This is an optimization exercise on Yosys and OpenROAD, whose aim is small area and a short achievable clock period, not a production implementation. Only the layout flow was run in this run; the RTL was not checked for function there. Power is estimated from default activity; no workload was simulated.

### flow/design.v
`timescale 1ns / 1ps
module full_adder(
    input a_in,
    input b_in,
    input c_in,
    output sum,
    output carry
    );
    assign sum=a_in^b_in^c_in;
    assign carry=(a_in & b_in)|(b_in & c_in)|(a_in & c_in);
endmodule
`timescale 1ns / 1ps
module genericadder(a_in, b_in, c_in, sum, carry);
    parameter width=24;
    input [width-1:0] a_in, b_in;
    input c_in;
    output [width-1:0] sum;
    output carry;
    wire[width:0] c;
    genvar i;
    assign c[0] = c_in;
    generate
    for(i=0; i<width; i=i+1)
    begin : Adder_gen
    full_adder dut(a_in[i],b_in[i],c[i],sum[i],c[i+1]);
    end
    endgenerate
    assign carry = c[width];
    endmodule
`timescale 1ns / 1ps
module multiplier(a_in, b_in, prod);
    parameter width = 12;
    input [width-1:0] a_in;
    input [width-1:0] b_in;
    output [2*width-1:0] prod;
    assign prod = a_in * b_in;
endmodule
module mac(
     input [11:0] Ain,
     input [11:0] Bin,
     input clk,reset,
     output [24:0] Mac_out
);
    wire [11:0] a = Ain;
    wire [11:0] b = Bin;
    wire bone0;
    wire btwo0;
    wire bneg0;
    wire pp1;
    wire pp2;
    wire pp3;
    wire pp4;
    wire pp5;
    wire pp6;
    wire pp7;
    wire pp8;
    wire pp9;
    wire pp10;
    wire pp11;
    wire pp12;
    wire pp13;
    wire pp14;
    wire bone1;
    wire btwo1;
    wire bneg1;
    wire pp15;
    wire pp16;
    wire pp17;
    wire pp18;
    wire pp19;
    wire pp20;
    wire pp21;
    wire pp22;
    wire pp23;
    wire pp24;
    wire pp25;
    wire pp26;
    wire pp27;
    wire pp28;
    wire bone2;
    wire btwo2;
    wire bneg2;
    wire pp29;
    wire pp30;
    wire pp31;
    wire pp32;
    wire pp33;
    wire pp34;
    wire pp35;
    wire pp36;
    wire pp37;
    wire pp38;
    wire pp39;
    wire pp40;
    wire pp41;
    wire pp42;
    wire bone3;
    wire btwo3;
    wire bneg3;
    wire pp43;
    wire pp44;
    wire pp45;
    wire pp46;
    wire pp47;
    wire pp48;
    wire pp49;
    wire pp50;
    wire pp51;
    wire pp52;
    wire pp53;
    wire pp54;
    wire pp55;
    wire pp56;
    wire bone4;
    wire btwo4;
    wire bneg4;
    wire pp57;
    wire pp58;
    wire pp59;
    wire pp60;
    wire pp61;
    wire pp62;
    wire pp63;
    wire pp64;
    wire pp65;
    wire pp66;
    wire pp67;
    wire pp68;
    wire pp69;
    wire pp70;
    wire bone5;
    wire btwo5;
    wire bneg5;
    wire pp71;
    wire pp72;
    wire pp73;
    wire pp74;
    wire pp75;
    wire pp76;
    wire pp77;
    wire pp78;
    wire pp79;
    wire pp80;
    wire pp81;
    wire pp82;
    wire pp83;
    wire pp84;
    wire pp85;
    wire pp86;
    wire pp87;
    wire pp88;
    wire pp89;
    wire pp90;
    wire pp91;
    wire pp92;
    wire pp93;
    wire pp94;
    wire pp95;
    wire pp96;
    wire s97;
    wire c98;
    wire s99;
    wire c100;
    wire s101;
    wire c102;
    wire s103;
    wire c104;
    wire s105;
    wire c106;
    wire s107;
    wire c108;
    wire s109;
    wire c110;
    wire s111;
    wire c112;
    wire s113;
    wire c114;
    wire s115;
    wire c116;
    wire s117;
    wire c118;
    wire s119;
    wire c120;
    wire s121;
    wire c122;
    wire s123;
    wire c124;
    wire s125;
    wire c126;
    wire s127;
    wire c128;
    wire s129;
    wire c130;
    wire s131;
    wire c132;
    wire s133;
    wire c134;
    wire s135;
    wire c136;
    wire s137;
    wire c138;
    wire s139;
    wire c140;
    wire s141;
    wire c142;
    wire s143;
    wire c144;
    wire s145;
    wire c146;
    wire s147;
    wire c148;
    wire s149;
    wire c150;
    wire s151;
    wire c152;
    wire s153;
    wire c154;
    wire s155;
    wire c156;
    wire s157;
    wire c158;
    wire s159;
    wire c160;
    wire s161;
    wire c162;
    wire s163;
    wire c164;
    wire s165;
    wire c166;
    wire s167;
    wire c168;
    wire s169;
    wire c170;
    wire s171;
    wire c172;
    wire s173;
    wire c174;
    wire s175;
    wire c176;
    wire s177;
    wire c178;
    wire s179;
    wire c180;
    wire s181;
    wire c182;
    wire s183;
    wire c184;
    wire s185;
    wire c186;
    wire s187;
    wire c188;
    wire s189;
    wire c190;
    wire s191;
    wire c192;
    wire s193;
    wire c194;
    wire s195;
    wire c196;
    wire s197;
    wire c198;
    wire s199;
    wire c200;
    wire s201;
    wire c202;
    wire s203;
    wire c204;
    wire s205;
    wire c206;
    wire s207;
    wire c208;
    wire s209;
    wire c210;
    wire s211;
    wire c212;
    wire s213;
    wire c214;
    wire s215;
    wire c216;
    wire s217;
    wire c218;
    wire s219;
    wire c220;
    wire s221;
    wire c222;
    wire s223;
    wire c224;
    wire s225;
    wire c226;
    wire s227;
    wire c228;
    wire s229;
    wire c230;
    wire s231;
    wire c232;
    wire s233;
    wire c234;
    wire s235;
    wire c236;
    wire s237;
    wire c238;
    wire s239;
    wire c240;
    wire s241;
    wire c242;
    wire s243;
    wire c244;
    wire s245;
    wire c246;
    wire s247;
    wire c248;
    wire s249;
    wire c250;
    wire s251;
    wire c252;
    wire s253;
    wire c254;
    wire s255;
    wire c256;
    wire s257;
    wire c258;
    wire s259;
    wire c260;
    wire s261;
    wire c262;
    wire s263;
    wire c264;
    wire s265;
    wire c266;
    wire s267;
    wire c268;
    wire s269;
    wire c270;
    wire s271;
    wire c272;
    wire s273;
    wire c274;
    wire s275;
    wire c276;
    wire s277;
    wire c278;
    wire s279;
    wire c280;
    wire s281;
    wire c282;
    wire s283;
    wire c284;
    wire s285;
    wire c286;
    wire s287;
    wire c288;
    wire s289;
    wire c290;
    wire s291;
    wire c292;
    wire s293;
    wire c294;
    wire s295;
    wire c296;
    wire s297;
    wire c298;
    wire s299;
    wire c300;
    wire s301;
    wire c302;
    wire s303;
    wire c304;
    wire s305;
    wire c306;
    wire s307;
    wire c308;
    wire s309;
    wire c310;
    wire s311;
    wire c312;
    wire s313;
    wire c314;
    wire s315;
    wire c316;
    wire s317;
    wire c318;
    wire s319;
    wire c320;
    wire s321;
    wire c322;
    wire s323;
    wire c324;
    wire s325;
    wire c326;
    wire s327;
    wire c328;
    wire s329;
    wire c330;
    wire s331;
    wire c332;
    wire s333;
    wire c334;
    wire s335;
    wire c336;
    wire s337;
    wire c338;
    wire s339;
    wire c340;
    wire s341;
    wire c342;
    wire s343;
    wire c344;
    wire s345;
    wire c346;
    wire s347;
    wire c348;
    wire [24:0] row0, row1;
    reg [24:0] acc_s;
    reg [24:0] acc_c;
    assign bone0 = b[0] ^ 1'b0;
    assign btwo0 = (b[1] & ~b[0] & ~1'b0) | (~b[1] & b[0] & 1'b0);
    assign bneg0 = b[1];
    assign pp1 = ((bone0 & a[0]) | (btwo0 & 1'b0)) ^ bneg0;
    assign pp2 = ((bone0 & a[1]) | (btwo0 & a[0])) ^ bneg0;
    assign pp3 = ((bone0 & a[2]) | (btwo0 & a[1])) ^ bneg0;
    assign pp4 = ((bone0 & a[3]) | (btwo0 & a[2])) ^ bneg0;
    assign pp5 = ((bone0 & a[4]) | (btwo0 & a[3])) ^ bneg0;
    assign pp6 = ((bone0 & a[5]) | (btwo0 & a[4])) ^ bneg0;
    assign pp7 = ((bone0 & a[6]) | (btwo0 & a[5])) ^ bneg0;
    assign pp8 = ((bone0 & a[7]) | (btwo0 & a[6])) ^ bneg0;
    assign pp9 = ((bone0 & a[8]) | (btwo0 & a[7])) ^ bneg0;
    assign pp10 = ((bone0 & a[9]) | (btwo0 & a[8])) ^ bneg0;
    assign pp11 = ((bone0 & a[10]) | (btwo0 & a[9])) ^ bneg0;
    assign pp12 = ((bone0 & a[11]) | (btwo0 & a[10])) ^ bneg0;
    assign pp13 = ((bone0 & 1'b0) | (btwo0 & a[11])) ^ bneg0;
    assign pp14 = ~bneg0;
    assign bone1 = b[2] ^ b[1];
    assign btwo1 = (b[3] & ~b[2] & ~b[1]) | (~b[3] & b[2] & b[1]);
    assign bneg1 = b[3];
    assign pp15 = ((bone1 & a[0]) | (btwo1 & 1'b0)) ^ bneg1;
    assign pp16 = ((bone1 & a[1]) | (btwo1 & a[0])) ^ bneg1;
    assign pp17 = ((bone1 & a[2]) | (btwo1 & a[1])) ^ bneg1;
    assign pp18 = ((bone1 & a[3]) | (btwo1 & a[2])) ^ bneg1;
    assign pp19 = ((bone1 & a[4]) | (btwo1 & a[3])) ^ bneg1;
    assign pp20 = ((bone1 & a[5]) | (btwo1 & a[4])) ^ bneg1;
    assign pp21 = ((bone1 & a[6]) | (btwo1 & a[5])) ^ bneg1;
    assign pp22 = ((bone1 & a[7]) | (btwo1 & a[6])) ^ bneg1;
    assign pp23 = ((bone1 & a[8]) | (btwo1 & a[7])) ^ bneg1;
    assign pp24 = ((bone1 & a[9]) | (btwo1 & a[8])) ^ bneg1;
    assign pp25 = ((bone1 & a[10]) | (btwo1 & a[9])) ^ bneg1;
    assign pp26 = ((bone1 & a[11]) | (btwo1 & a[10])) ^ bneg1;
    assign pp27 = ((bone1 & 1'b0) | (btwo1 & a[11])) ^ bneg1;
    assign pp28 = ~bneg1;
    assign bone2 = b[4] ^ b[3];
    assign btwo2 = (b[5] & ~b[4] & ~b[3]) | (~b[5] & b[4] & b[3]);
    assign bneg2 = b[5];
    assign pp29 = ((bone2 & a[0]) | (btwo2 & 1'b0)) ^ bneg2;
    assign pp30 = ((bone2 & a[1]) | (btwo2 & a[0])) ^ bneg2;
    assign pp31 = ((bone2 & a[2]) | (btwo2 & a[1])) ^ bneg2;
    assign pp32 = ((bone2 & a[3]) | (btwo2 & a[2])) ^ bneg2;
    assign pp33 = ((bone2 & a[4]) | (btwo2 & a[3])) ^ bneg2;
    assign pp34 = ((bone2 & a[5]) | (btwo2 & a[4])) ^ bneg2;
    assign pp35 = ((bone2 & a[6]) | (btwo2 & a[5])) ^ bneg2;
    assign pp36 = ((bone2 & a[7]) | (btwo2 & a[6])) ^ bneg2;
    assign pp37 = ((bone2 & a[8]) | (btwo2 & a[7])) ^ bneg2;
    assign pp38 = ((bone2 & a[9]) | (btwo2 & a[8])) ^ bneg2;
    assign pp39 = ((bone2 & a[10]) | (btwo2 & a[9])) ^ bneg2;
    assign pp40 = ((bone2 & a[11]) | (btwo2 & a[10])) ^ bneg2;
    assign pp41 = ((bone2 & 1'b0) | (btwo2 & a[11])) ^ bneg2;
    assign pp42 = ~bneg2;
    assign bone3 = b[6] ^ b[5];
    assign btwo3 = (b[7] & ~b[6] & ~b[5]) | (~b[7] & b[6] & b[5]);
    assign bneg3 = b[7];
    assign pp43 = ((bone3 & a[0]) | (btwo3 & 1'b0)) ^ bneg3;
    assign pp44 = ((bone3 & a[1]) | (btwo3 & a[0])) ^ bneg3;
    assign pp45 = ((bone3 & a[2]) | (btwo3 & a[1])) ^ bneg3;
    assign pp46 = ((bone3 & a[3]) | (btwo3 & a[2])) ^ bneg3;
    assign pp47 = ((bone3 & a[4]) | (btwo3 & a[3])) ^ bneg3;
    assign pp48 = ((bone3 & a[5]) | (btwo3 & a[4])) ^ bneg3;
    assign pp49 = ((bone3 & a[6]) | (btwo3 & a[5])) ^ bneg3;
    assign pp50 = ((bone3 & a[7]) | (btwo3 & a[6])) ^ bneg3;
    assign pp51 = ((bone3 & a[8]) | (btwo3 & a[7])) ^ bneg3;
    assign pp52 = ((bone3 & a[9]) | (btwo3 & a[8])) ^ bneg3;
    assign pp53 = ((bone3 & a[10]) | (btwo3 & a[9])) ^ bneg3;
    assign pp54 = ((bone3 & a[11]) | (btwo3 & a[10])) ^ bneg3;
    assign pp55 = ((bone3 & 1'b0) | (btwo3 & a[11])) ^ bneg3;
    assign pp56 = ~bneg3;
    assign bone4 = b[8] ^ b[7];
    assign btwo4 = (b[9] & ~b[8] & ~b[7]) | (~b[9] & b[8] & b[7]);
    assign bneg4 = b[9];
    assign pp57 = ((bone4 & a[0]) | (btwo4 & 1'b0)) ^ bneg4;
    assign pp58 = ((bone4 & a[1]) | (btwo4 & a[0])) ^ bneg4;
    assign pp59 = ((bone4 & a[2]) | (btwo4 & a[1])) ^ bneg4;
    assign pp60 = ((bone4 & a[3]) | (btwo4 & a[2])) ^ bneg4;
    assign pp61 = ((bone4 & a[4]) | (btwo4 & a[3])) ^ bneg4;
    assign pp62 = ((bone4 & a[5]) | (btwo4 & a[4])) ^ bneg4;
    assign pp63 = ((bone4 & a[6]) | (btwo4 & a[5])) ^ bneg4;
    assign pp64 = ((bone4 & a[7]) | (btwo4 & a[6])) ^ bneg4;
    assign pp65 = ((bone4 & a[8]) | (btwo4 & a[7])) ^ bneg4;
    assign pp66 = ((bone4 & a[9]) | (btwo4 & a[8])) ^ bneg4;
    assign pp67 = ((bone4 & a[10]) | (btwo4 & a[9])) ^ bneg4;
    assign pp68 = ((bone4 & a[11]) | (btwo4 & a[10])) ^ bneg4;
    assign pp69 = ((bone4 & 1'b0) | (btwo4 & a[11])) ^ bneg4;
    assign pp70 = ~bneg4;
    assign bone5 = b[10] ^ b[9];
    assign btwo5 = (b[11] & ~b[10] & ~b[9]) | (~b[11] & b[10] & b[9]);
    assign bneg5 = b[11];
    assign pp71 = ((bone5 & a[0]) | (btwo5 & 1'b0)) ^ bneg5;
    assign pp72 = ((bone5 & a[1]) | (btwo5 & a[0])) ^ bneg5;
    assign pp73 = ((bone5 & a[2]) | (btwo5 & a[1])) ^ bneg5;
    assign pp74 = ((bone5 & a[3]) | (btwo5 & a[2])) ^ bneg5;
    assign pp75 = ((bone5 & a[4]) | (btwo5 & a[3])) ^ bneg5;
    assign pp76 = ((bone5 & a[5]) | (btwo5 & a[4])) ^ bneg5;
    assign pp77 = ((bone5 & a[6]) | (btwo5 & a[5])) ^ bneg5;
    assign pp78 = ((bone5 & a[7]) | (btwo5 & a[6])) ^ bneg5;
    assign pp79 = ((bone5 & a[8]) | (btwo5 & a[7])) ^ bneg5;
    assign pp80 = ((bone5 & a[9]) | (btwo5 & a[8])) ^ bneg5;
    assign pp81 = ((bone5 & a[10]) | (btwo5 & a[9])) ^ bneg5;
    assign pp82 = ((bone5 & a[11]) | (btwo5 & a[10])) ^ bneg5;
    assign pp83 = ((bone5 & 1'b0) | (btwo5 & a[11])) ^ bneg5;
    assign pp84 = ~bneg5;
    assign pp85 = a[0] & b[11];
    assign pp86 = a[1] & b[11];
    assign pp87 = a[2] & b[11];
    assign pp88 = a[3] & b[11];
    assign pp89 = a[4] & b[11];
    assign pp90 = a[5] & b[11];
    assign pp91 = a[6] & b[11];
    assign pp92 = a[7] & b[11];
    assign pp93 = a[8] & b[11];
    assign pp94 = a[9] & b[11];
    assign pp95 = a[10] & b[11];
    assign pp96 = a[11] & b[11];
    assign s97 = 1'b1 ^ acc_s[13];
    assign c98 = 1'b1 & acc_s[13];
    assign s99 = 1'b1 ^ acc_s[14];
    assign c100 = 1'b1 & acc_s[14];
    assign s101 = acc_s[6] ^ acc_c[6];
    assign c102 = acc_s[6] & acc_c[6];
    assign s103 = acc_s[7] ^ acc_c[7];
    assign c104 = acc_s[7] & acc_c[7];
    full_adder fa1 (acc_s[8], acc_c[8], bneg4, s105, c106);
    assign s107 = pp9 ^ pp21;
    assign c108 = pp9 & pp21;
    full_adder fa2 (acc_s[9], acc_c[9], pp10, s109, c110);
    assign s111 = pp22 ^ pp34;
    assign c112 = pp22 & pp34;
    full_adder fa3 (acc_s[10], acc_c[10], bneg5, s113, c114);
    full_adder fa4 (pp11, pp23, pp35, s115, c116);
    assign s117 = pp47 ^ pp59;
    assign c118 = pp47 & pp59;
    full_adder fa5 (acc_s[11], acc_c[11], pp12, s119, c120);
    full_adder fa6 (pp24, pp36, pp48, s121, c122);
    assign s123 = pp60 ^ pp72;
    assign c124 = pp60 & pp72;
    full_adder fa7 (acc_s[12], acc_c[12], pp85, s125, c126);
    full_adder fa8 (pp13, pp25, pp37, s127, c128);
    full_adder fa9 (pp49, pp61, pp73, s129, c130);
    full_adder fa10 (acc_c[13], s97, pp14, s131, c132);
    full_adder fa11 (pp86, pp26, pp38, s133, c134);
    full_adder fa12 (pp50, pp62, pp74, s135, c136);
    full_adder fa13 (acc_c[14], c98, s99, s137, c138);
    full_adder fa14 (pp87, pp27, pp39, s139, c140);
    full_adder fa15 (pp51, pp63, pp75, s141, c142);
    full_adder fa16 (acc_s[15], acc_c[15], c100, s143, c144);
    full_adder fa17 (pp28, pp88, pp40, s145, c146);
    full_adder fa18 (pp52, pp64, pp76, s147, c148);
    full_adder fa19 (1'b1, acc_s[16], acc_c[16], s149, c150);
    full_adder fa20 (pp89, pp41, pp53, s151, c152);
    assign s153 = pp65 ^ pp77;
    assign c154 = pp65 & pp77;
    full_adder fa21 (acc_s[17], acc_c[17], pp42, s155, c156);
    full_adder fa22 (pp90, pp54, pp66, s157, c158);
    full_adder fa23 (1'b1, acc_s[18], acc_c[18], s159, c160);
    assign s161 = pp91 ^ pp55;
    assign c162 = pp91 & pp55;
    full_adder fa24 (acc_s[19], acc_c[19], pp56, s163, c164);
    assign s165 = 1'b1 ^ acc_s[20];
    assign c166 = 1'b1 & acc_s[20];
    assign s167 = acc_s[2] ^ acc_c[2];
    assign c168 = acc_s[2] & acc_c[2];
    assign s169 = acc_s[3] ^ acc_c[3];
    assign c170 = acc_s[3] & acc_c[3];
    full_adder fa25 (acc_s[4], acc_c[4], bneg2, s171, c172);
    assign s173 = pp5 ^ pp17;
    assign c174 = pp5 & pp17;
    full_adder fa26 (acc_s[5], acc_c[5], pp6, s175, c176);
    assign s177 = pp18 ^ pp30;
    assign c178 = pp18 & pp30;
    full_adder fa27 (s101, bneg3, pp7, s179, c180);
    full_adder fa28 (pp19, pp31, pp43, s181, c182);
    full_adder fa29 (c102, s103, pp8, s183, c184);
    full_adder fa30 (pp20, pp32, pp44, s185, c186);
    full_adder fa31 (c104, pp33, pp45, s187, c188);
    full_adder fa32 (pp57, s105, s107, s189, c190);
    full_adder fa33 (pp46, pp58, c106, s191, c192);
    full_adder fa34 (c108, s111, s109, s193, c194);
    full_adder fa35 (pp71, c112, s113, s195, c196);
    full_adder fa36 (s117, c110, s115, s197, c198);
    full_adder fa37 (c114, c118, s123, s199, c200);
    full_adder fa38 (c116, s119, s121, s201, c202);
    full_adder fa39 (c124, s125, c120, s203, c204);
    full_adder fa40 (c122, s127, s129, s205, c206);
    full_adder fa41 (c126, s131, c128, s207, c208);
    full_adder fa42 (c130, s133, s135, s209, c210);
    full_adder fa43 (s137, c132, c134, s211, c212);
    full_adder fa44 (c136, s139, s141, s213, c214);
    full_adder fa45 (c138, s143, c140, s215, c216);
    full_adder fa46 (c142, s145, s147, s217, c218);
    full_adder fa47 (s149, c144, s153, s219, c220);
    full_adder fa48 (c146, c148, s151, s221, c222);
    full_adder fa49 (c150, pp78, c154, s223, c224);
    full_adder fa50 (s155, c152, s157, s225, c226);
    full_adder fa51 (s159, pp67, pp79, s227, c228);
    full_adder fa52 (c156, s161, c158, s229, c230);
    full_adder fa53 (c160, pp92, pp68, s231, c232);
    full_adder fa54 (pp80, c162, s163, s233, c234);
    full_adder fa55 (acc_c[20], s165, pp93, s235, c236);
    full_adder fa56 (pp69, pp81, c164, s237, c238);
    full_adder fa57 (acc_s[21], acc_c[21], c166, s239, c240);
    full_adder fa58 (pp70, pp94, pp82, s241, c242);
    full_adder fa59 (1'b1, acc_s[22], acc_c[22], s243, c244);
    assign s245 = pp95 ^ pp83;
    assign c246 = pp95 & pp83;
    full_adder fa60 (acc_s[23], acc_c[23], pp84, s247, c248);
    assign s249 = acc_s[0] ^ acc_c[0];
    assign c250 = acc_s[0] & acc_c[0];
    assign s251 = acc_s[1] ^ acc_c[1];
    assign c252 = acc_s[1] & acc_c[1];
    full_adder fa61 (s167, bneg1, pp3, s253, c254);
    full_adder fa62 (c168, s169, pp4, s255, c256);
    full_adder fa63 (c170, pp29, s171, s257, c258);
    full_adder fa64 (c172, c174, s177, s259, c260);
    full_adder fa65 (c178, c176, s179, s261, c262);
    full_adder fa66 (c180, c182, s183, s263, c264);
    full_adder fa67 (c184, c186, s187, s265, c266);
    full_adder fa68 (c188, s191, c190, s267, c268);
    full_adder fa69 (c192, s195, c194, s269, c270);
    full_adder fa70 (c196, s199, c198, s271, c272);
    full_adder fa71 (c200, s203, c202, s273, c274);
    full_adder fa72 (c204, s207, c206, s275, c276);
    full_adder fa73 (c208, s211, c210, s277, c278);
    full_adder fa74 (c212, s215, c214, s279, c280);
    full_adder fa75 (s219, c216, c218, s281, c282);
    full_adder fa76 (c220, s223, c222, s283, c284);
    full_adder fa77 (s227, c224, s229, s285, c286);
    full_adder fa78 (c228, s231, s233, s287, c288);
    full_adder fa79 (s235, c232, c234, s289, c290);
    full_adder fa80 (s239, c236, c238, s291, c292);
    full_adder fa81 (s243, c240, s245, s293, c294);
    full_adder fa82 (c244, pp96, c246, s295, c296);
    full_adder fa83 (1'b1, acc_s[24], acc_c[24], s297, c298);
    assign s299 = s249 ^ bneg0;
    assign c300 = s249 & bneg0;
    full_adder fa84 (c250, s251, pp2, s301, c302);
    full_adder fa85 (c252, pp15, s253, s303, c304);
    full_adder fa86 (pp16, c254, s255, s305, c306);
    full_adder fa87 (s173, c256, s257, s307, c308);
    full_adder fa88 (s175, c258, s259, s309, c310);
    full_adder fa89 (s181, c260, s261, s311, c312);
    full_adder fa90 (s185, c262, s263, s313, c314);
    full_adder fa91 (s189, c264, s265, s315, c316);
    full_adder fa92 (c266, s193, s267, s317, c318);
    full_adder fa93 (s197, c268, s269, s319, c320);
    full_adder fa94 (s201, c270, s271, s321, c322);
    full_adder fa95 (s205, c272, s273, s323, c324);
    full_adder fa96 (s209, c274, s275, s325, c326);
    full_adder fa97 (s213, c276, s277, s327, c328);
    full_adder fa98 (s217, c278, s279, s329, c330);
    full_adder fa99 (s221, c280, s281, s331, c332);
    full_adder fa100 (s225, c282, s283, s333, c334);
    full_adder fa101 (c226, c284, s285, s335, c336);
    full_adder fa102 (c230, s287, c286, s337, c338);
    full_adder fa103 (s237, c288, s289, s339, c340);
    full_adder fa104 (s241, c290, s291, s341, c342);
    full_adder fa105 (c242, s293, c292, s343, c344);
    full_adder fa106 (s247, c294, s295, s345, c346);
    full_adder fa107 (s297, c248, c296, s347, c348);
    assign row0 = {c346, s345, c342, c340, s339, c336, c334, c332, c330, c328, c326, c324, c322, c320, c318, c316, c314, c312, c310, c308, c306, c304, c302, c300, s299};
    assign row1 = {s347, c344, s343, s341, c338, s337, s335, s333, s331, s329, s327, s325, s323, s321, s319, s317, s315, s313, s311, s309, s307, s305, s303, s301, pp1};
    always @(posedge clk)
        if (reset) begin
            acc_s <= 25'd0;
            acc_c <= 25'd0;
        end else begin
            acc_s <= row0;
            acc_c <= row1;
        end
    assign Mac_out = acc_s + acc_c;
endmodule
### flow/run.sh
#!/bin/bash
# synth_recipe.tcl (not shown) runs the flow's synth.tcl, then flattens the netlist and writes it again
# the make line also repeats each setting of config.mk as NAME=value (left out here)
make -C /OpenROAD-flow-scripts/flow DESIGN_CONFIG=/design/flow/config.mk WORK_HOME=/design/flow/orfs CLKGATE_MAP_FILE= SYNTH_SCRIPT=/design/flow/synth_recipe.tcl finish
### flow/config.mk
export PLATFORM = sky130hd
export DESIGN_NAME = mac
export DESIGN_NICKNAME = mac
export VERILOG_FILES = /design/flow/design.v
export SDC_FILE = /design/flow/constraint.sdc
export NUM_CORES = 4
export LEC_CHECK = 0
export CAP_MARGIN = 20
export CORE_MARGIN = 2
export CORE_UTILIZATION = 40
export SLEW_MARGIN = 20
### flow/constraint.sdc
create_clock -name core_clock -period 12.5 [get_ports {clk}]
set_input_delay 2.5000 -clock core_clock [delete_from_list [all_inputs] [get_ports {clk}]]
set_output_delay 2.5000 -clock core_clock [all_outputs]
set_load 0.01 [all_outputs]
==> run summary <==
## cell usage after synthesis, types with 4 or more instances
library cell  number
inv_1            122
fa_1             105
nor2_1            93
nand2_1           83
clkbuf_1          68
a21oi_1           67
o21ai_0           62
nor2b_1           53
dfxtp_1           50
ha_1              40
a211oi_1          29
a221oi_1          29
xor2_1            23
xnor2_1           22
and2_1            15
maj3_1            12
o22ai_1           12
a22oi_1           10
buf_1              9
nand3_1            9
nor3_1             7
o211ai_1           7
a31oi_1            6
nand2b_1           4
o21a_1             4
## sequential cells by signal, summed over array words and instances (netlist names)
name	cells
acc_c	25
acc_s	25
## through the flow
stage / std cells / setup WS (ns) / hold WS, ns / util, % / power [mW]
final: 1250 / 5.84 / 0.696 / 44.5 / 1.87
after global routing: 1250 / 5.45 / 0.778 / 44.5 / 2.15
after CTS: 1250 / 5.72 / 0.712 / 44.5 / 1.89
after detailed placement: 1242 / 5.41 / 0.695 / 43.6 / 1.73
after global placement: 1242 / 5.45 / 0.674 / 43.6 / 1.71
after floorplan: 998 / 6.67 / 0.635 / - / 1.31
## routing by layer
| layer | part of all wire (%) | wire length [µm] |
|---|---|---|
| met5 | 0 | 0 |
| met4 | 1.5 | 318 |
| met3 | 5.6 | 1160 |
| met2 | 42 | 8690 |
| met1 | 51 | 10400 |
## area by class of cell
class                   count  area, µm²  share of cell area [%]
multi-input cells         744       6120                    70.9
flip-flops and latches     50       1000                    11.6
repair buffers             58        546                    6.32
inverters                 125        469                    5.43
well taps                 265        332                    3.84
clock buffers               6        129                    1.49
clock inverters             2       37.5                   0.435
## power by group through the flow
stage	Combinational, mW	Clock (mW)	Sequential (mW)
floorplan	1.04	0	0.267
global placement	1.43	0	0.283
detailed placement	1.45	0	0.283
CTS	1.46	0.159	0.279
global route	1.70	0.164	0.287
finish	1.44	0.154	0.278
## cell families (layout without fill, tap and decap cells)
group	after synthesis	count (layout)	share of synthesized area, %
simple gates	285	285	17.1
compound gates	257	257	20.9
buf+inv	204	191	9.84
fa+ha+maj	157	157	34.5
flops	50	50	12.7
xor+xnor	45	45	4.99
## worst max-delay path by stage
stage,slack [ns],to
after detailed placement,5.41,acc_c[13]
after global routing,5.45,acc_c[18]
after global placement,5.45,acc_c[15]
after floorplan,6.67,acc_c[18]
after CTS,5.72,acc_c[15]
final,5.84,acc_c[18]
## critical path, stage by stage
cell and delay, ns:
clkdlybuf4s50_1 1.07, nand2_1 0.48, nor2_1 0.20, a211oi_1 0.07, nor2_1 0.10, a221oi_1 0.09, fa_1 0.51, fa_1 0.54
inv_1 0.05, fa_1 0.53, inv_1 0.06, fa_1 0.46, nor2b_1 0.13
==> reports/metrics.cfg <==
[run_status]
outcome=timing/DRC/antenna clean

[grt]
grt_util_met1_pct=32.9
grt-ovfl-total=0
antenna_found_initial=0
grt_pass1_vias=6291
grt_pass1_wl_mm=34.5
grt_max_degree=55
grtUsageMet3_pct=2.68
track_usage_pct=21.2
busiest_layer=met1
met2_usage_pct=31.5

[detailed_routing]
routed_wl_mm=20.6
vias=6665
drt_iter0_markers=563
routed_via_density=5.33
drt_first_pass_iters=8
wl_per_cell_um=16.5
drc=0
antenna_left=0

[timing]
timing.slew.headroom_pct=27.7
finalSetupViolCount=0
rsz0062_at_grt=false
fmax_ghz=0.150
hold_viol=0
finClkSkew_ns=0.00887
finalCritPeriodShare_pct=53.3
setup_tns_ns=0
finalCriticalPeriod_ns=6.66
worst_pin_slew_ns=1.08
drv_slew=0

[yosys]
syn_area_um2=7900
syn-num-nets=1169
synth-seq-cells=50
synth_area_leaders=fa_1 27%, dfxtp_1 13%, ha_1 6.3%
syn_area_per_cell_um2=7.91
ys_warn_count=1
synth_cells=998
synth_top_area_cell=fa_1
synth_edf_count=0
synthFlopType=dfxtp_1
async_reset_ff_share_pct=0
yosysSeqAreaShare_pct=12.7
synth_cell_type_count=62
synth_top_area_share_pct=26.6

[setup_path]
r2r_cells=8
criticalPathCategory=in2reg
r2r_end=acc_c[14]
end_kind=flip-flop
setup.worst_path.start=Bin[7]
r2r_setup_slack_ns=9.70
cp.required_ns=12.65
rr_startpoint=acc_s[14]
crit_path_start_kind=input port
worstPathMaxFanout=22
critPathArrivalTime_ns=6.81

[hold_path]
hold_depth=3
hp-start=acc_c[24]
worstHoldPathType=reg2reg
hold_end=acc_c[24]

[power_and_ir_drop]
p_per_area_nw_per_um2=217
power_leakage_nw=3.63
combinationalPowerShare_pct=76.9
peakVddDrop_mv=0.0750
clock_power_share_pct=8.2
p_int_mw=1.02
switchingPower_uw=846
p_seq_share_pct=14.9
p_sw_share_pct=45.2

[flow_run]
max_cap_viol_count=0

[place]
port_buffers=50
dp_hpwl_mm=15.9
finalWeightedCongestion=0.898
placed_cell_area_um2=8470

[die]
rows=51
io_pins=51
initial_utilization_pct=40.7
core_um2=19400
fp.dieW_um=145
die_h_um=145
dieArea_um2=20900

[cells_and_area]
area_growth_pct=9.38
mostFrequentLayoutCells=122 x inv_1, 105 x fa_1, 91 x nor2_1
n_antenna_cell=0
final_common_cell=inv_1
nets=1155
nFillCells=1970
final_layout_size_suffix_gt1_share_pct=2.64
final_cell_area_um2=8640

[clocking]
cts_resized=0
root_buffer=clkbuf_16
postCtsHoldBufs=0
clk_pin_slew_worst_paths_ns=0.07
h-tree-depth=2
cts_tree=built
clk_latency_ns=0.29
cts_setup_buffers=0
clk_path_buf_depth=2
cts_buffers=5
cts_sinks=50

[re-timing with driven ports]
In the flow no input, the clock included, has a driving cell. The finished layout below was timed again as built, in two steps.
Step 1 sets driving cells, clkbuf_16 on the clock port and buf_2 on the other inputs (assumed; they add their load-dependent delay and slew).
Step 2 adds t to the input delays and takes it off the output delays; t is the mean of the earliest and latest rising clock arrival at the registers after step 1. Input paths then give back, and output paths get back, about the clock's delay inside the block.
Slacks: no drivers / after step 1 / after step 2; pairs: no drivers / after step 1.
shift t [ns]: 0.326
setup WS [ns]: 5.838 / 5.850 / 5.524
hold slack, ns: 0.696 / 0.696 / 0.696
clock arrival spread, ns: 0.009 / 0.010
slew at the worst register clock pin (ns): 0.07 / 0.07
After both steps setup and hold are still met in this run. The setup slack of this run moves by +0.012 ns with the drivers and by -0.314 ns with both steps.
